This design comes from an exercise in tuning for small area on the open sky130 flow, not from production work. Only simulation tests tie the RTL to the original design; equivalence was not proved.

Setup of run 1:
==> flow/design.v (excerpt) <==
module rv32ic_core(
	input         clk,
	input         rst,
	output [31:0] bdi,
	output [31:0] baddr,
	output        bwr,
	output [1:0]  bsz,
	input  [31:0] bdo,
	input         brdy,
	input  [15:0] INT
);
export LEC_CHECK = 0
export CAP_MARGIN = 5
export CORE_MARGIN = 2
export CORE_UTILIZATION = 35
export CTS_BUF_LIST = sky130_fd_sc_hd__clkbuf_8
export CTS_CLUSTER_DIAMETER = 60
export CTS_CLUSTER_SIZE = 16
export PLACE_DENSITY = 0.55
export SLEW_MARGIN = 5
export SYNTH_HIERARCHICAL = 1
export SYNTH_MINIMUM_KEEP_SIZE = 0
create_clock -name core_clock -period 15.0 [get_ports {clk}]
standard.sh (not shown) runs the stock make flow with config.mk's settings and CLKGATE_MAP_FILE= SYNTH_SCRIPT=/design/flow/synth_recipe.tcl, a recipe that flattens the netlist after the stock synthesis.
==> flow/flow/run.sh <==
#!/bin/bash
# The standard layout, with the port buffers that global placement inserts
# made from the smallest buffer cell instead of the resizer's default pick.
set -euo pipefail
export BUFFER_PORTS_ARGS="-buffer_cell sky130_fd_sc_hd__buf_1"
bash standard.sh > standard.log 2>&1
Run 1: no failed stages, no open violations at the end
For run 2, these inputs were changed with respect to run 1:
Settings: SLEW_MARGIN changed from 5 to 20; PLACE_DENSITY changed from 0.55 to 0.65; CORE_UTILIZATION changed from 35 to 50; CAP_MARGIN changed from 5 to 20.
--- outcome ---
Core util | run 2 vs run 1 | run 2 higher. Delta (run 2 minus run 1): full die area has decreased, highest attainable clock frequency has increased. Re final setup skew: run 1 and run 2 aren't equal, and the higher value belongs to run 1. ~same required time of the critical path in run 1 and run 2. Total number of placement rows, run 2 vs run 1: down by more than 10%. In run 2, the register-to-register slack came out 390 ps above the value in run 1. Compared run 1 against run 2; final hold slack within noise. Summary: with run 1 as the reference, wire length of the first global-routing pass in run 2 moved down by a few percent. Re sequential cell count: no difference whatsoever between run 1 and run 2.
Here is what was changed in the inputs of run 3 compared with run 2.
Settings: PLACE_DENSITY changed from 0.65 to 0.55; CORE_UTILIZATION changed from 50 to 35.
==> flow/run.sh (new file) <==
#!/bin/bash
# synth_recipe.tcl (not shown) runs the flow's synth.tcl, then flattens the netlist and writes it again
# the make line also repeats each setting of config.mk as NAME=value (left out here)
make -C /OpenROAD-flow-scripts/flow DESIGN_CONFIG=/design/flow/config.mk WORK_HOME=/design/flow/orfs CLKGATE_MAP_FILE= SYNTH_SCRIPT=/design/flow/synth_recipe.tcl finish
removed: flow/flow/run.sh
removed: flow/standard.sh
## What came out
Run 3 ended with more design area than run 2.
Of run 3 and run 2, run 3 shows the lower utilization, with run 2 above it.
Number of CTS-inserted buffers in run 3 is 3.5% lower than in run 2
Looking at post-detailed-route wirelength per cell, run 3 sits about 4.5% below run 2.
In the tables for run 3 and run 2, biggest cell delay along the critical path reads lower with run 3.
In run 3, the arrival time of the worst setup path came out 400 ps above the value in run 2.
[inputs] run 4 vs run 3
Settings: CAP_MARGIN: 20 -> 5; SLEW_MARGIN: 20 -> 5.
==> flow/flow/run.sh (new file) <==
#!/bin/bash
# The standard layout, with:
#  - port buffers from the smallest buffer cell,
#  - clock tree without dummy loads,
#  - power recovery (downsizing off the critical paths) after global routing.
set -euo pipefail
export BUFFER_PORTS_ARGS="-buffer_cell sky130_fd_sc_hd__buf_1"
export CTS_ARGS="-sink_clustering_enable -repair_clock_nets -sink_clustering_size 16 -sink_clustering_max_diameter 60 -buf_list sky130_fd_sc_hd__clkbuf_8 -dont_use_dummy_load"
export RECOVER_POWER=100
bash standard.sh > standard.log 2>&1
==> flow/standard.sh (new file) <==
#!/bin/bash
# synth_recipe.tcl (not shown) runs the flow's synth.tcl, then flattens the netlist and writes it again
# the make line also repeats each setting of config.mk as NAME=value (left out here)
make -C /OpenROAD-flow-scripts/flow DESIGN_CONFIG=/design/flow/config.mk WORK_HOME=/design/flow/orfs CLKGATE_MAP_FILE= SYNTH_SCRIPT=/design/flow/synth_recipe.tcl "${@:-finish}"
removed: flow/run.sh
### Flow results
From the logs: run 4 reached the end of the flow and failed the layout checks with capacitance limit, slew limit.
Run 3: done, clean on timing, DRC and antenna
Compared with run 3, in run 4 first-iteration detailed-routing DRC count shows a reduction of 98, global-route wire length before repair shows a reduction of about 2.2%, routing usage on met2 shows a reduction of 0.99 points, number of buffers created by CTS shows an increase of 5, core utilization shows a reduction of 1.1 points.
Number of standard cells in the final layout excluding fillers: run 4 vs run 3 down about 1.2%

---

rv32ic_core again, from the RTL that the note above started with.
==> flow/config.mk <==
export PLATFORM = sky130hd
export DESIGN_NAME = rv32ic_core
export DESIGN_NICKNAME = rv32ic_core
export VERILOG_FILES = /design/flow/design.v
export SDC_FILE = /design/flow/constraint.sdc
export NUM_CORES = 4
export LEC_CHECK = 0
export CAP_MARGIN = 20
export CORE_MARGIN = 2
export CORE_UTILIZATION = 35
export CTS_BUF_LIST = sky130_fd_sc_hd__clkbuf_8
export CTS_CLUSTER_DIAMETER = 60
export CTS_CLUSTER_SIZE = 16
export PLACE_DENSITY = 0.55
export SLEW_MARGIN = 20
export SYNTH_HIERARCHICAL = 1
export SYNTH_MINIMUM_KEEP_SIZE = 0
==> flow/constraint.sdc <==
create_clock -name core_clock -period 15.0 [get_ports {clk}]
set_input_delay 3.0000 -clock core_clock [delete_from_list [all_inputs] [get_ports {clk}]]
set_output_delay 3.0000 -clock core_clock [all_outputs]
set_load 0.01 [all_outputs]
==> flow/flow/run.sh <==
#!/bin/bash
# The standard layout, with the port buffers that global placement inserts
# made from the smallest buffer cell instead of the resizer's default pick.
set -euo pipefail
export BUFFER_PORTS_ARGS="-buffer_cell sky130_fd_sc_hd__buf_1"
bash standard.sh > standard.log 2>&1
The baseline completed with no timing, DRC or antenna violations.
Edit:
==> flow/flow/run.sh (replaced) <==
#!/bin/bash
# The standard layout, with:
#  - port buffers from the smallest buffer cell,
#  - clock tree without dummy loads.
set -euo pipefail
export BUFFER_PORTS_ARGS="-buffer_cell sky130_fd_sc_hd__buf_1"
export CTS_ARGS="-sink_clustering_enable -repair_clock_nets -sink_clustering_size 20 -sink_clustering_max_diameter 50 -buf_list sky130_fd_sc_hd__clkbuf_8 -dont_use_dummy_load"
bash standard.sh > standard.log 2>&1
- CAP_MARGIN: 20 -> 5
- SLEW_MARGIN: 20 -> 5
The changed run finished clean.
Final cell count went down by 0.72%.
Via count stays flat.
Maximum frequency went down by 0.42%.
Wire length stays flat.
Utilization went down by 0.36 points.
Edit:
--- a/flow/flow/run.sh
+++ b/flow/flow/run.sh
@@ -7 +7 @@
-export CTS_ARGS="-sink_clustering_enable -repair_clock_nets -sink_clustering_size 20 -sink_clustering_max_diameter 50 -buf_list sky130_fd_sc_hd__clkbuf_8 -dont_use_dummy_load"
+export CTS_ARGS="-sink_clustering_enable -repair_clock_nets -sink_clustering_size 16 -sink_clustering_max_diameter 60 -buf_list sky130_fd_sc_hd__clkbuf_8 -dont_use_dummy_load"
What happened: Clock-buffer cell count went down by 20; setup slack loses 0.046 ns.

## re-timing with driven ports
No port has a modelled driver above. Below, the same layouts with a new extraction and two added sets of constraints. Step 1: set_driving_cell puts a clkbuf_16 on clk and a buf_2 on each other input, an assumption about the parent block. Step 2, shift: input delay + t, output delay - t, t = (earliest + latest rising clock arrival at the registers) / 2. This alone moves slack from input paths to output paths. a / b / c = no drivers / after step 1 / after step 2; a / b = the first two.
run	shift t [ns]	setup slack, ns	hold slack, ns
run 1	0.974	0.486 / 0.412 / 1.386	0.466 / 0.466 / 0.466
run 2	0.962	0.972 / 0.890 / 1.852	0.464 / 0.464 / 0.464
run 3	0.991	0.567 / 0.491 / 1.482	0.471 / 0.471 / 0.471
run 4	0.929	0.435 / 0.360 / 0.567	0.464 / 0.464 / 0.464
the first run of note 2	0.968	0.650 / 0.575 / 1.543	0.466 / 0.466 / 0.466
the second run of note 2	0.949	0.589 / 0.512 / 1.461	0.463 / 0.463 / 0.463
the third run of note 2	0.925	0.543 / 0.468 / 1.394	0.464 / 0.464 / 0.464
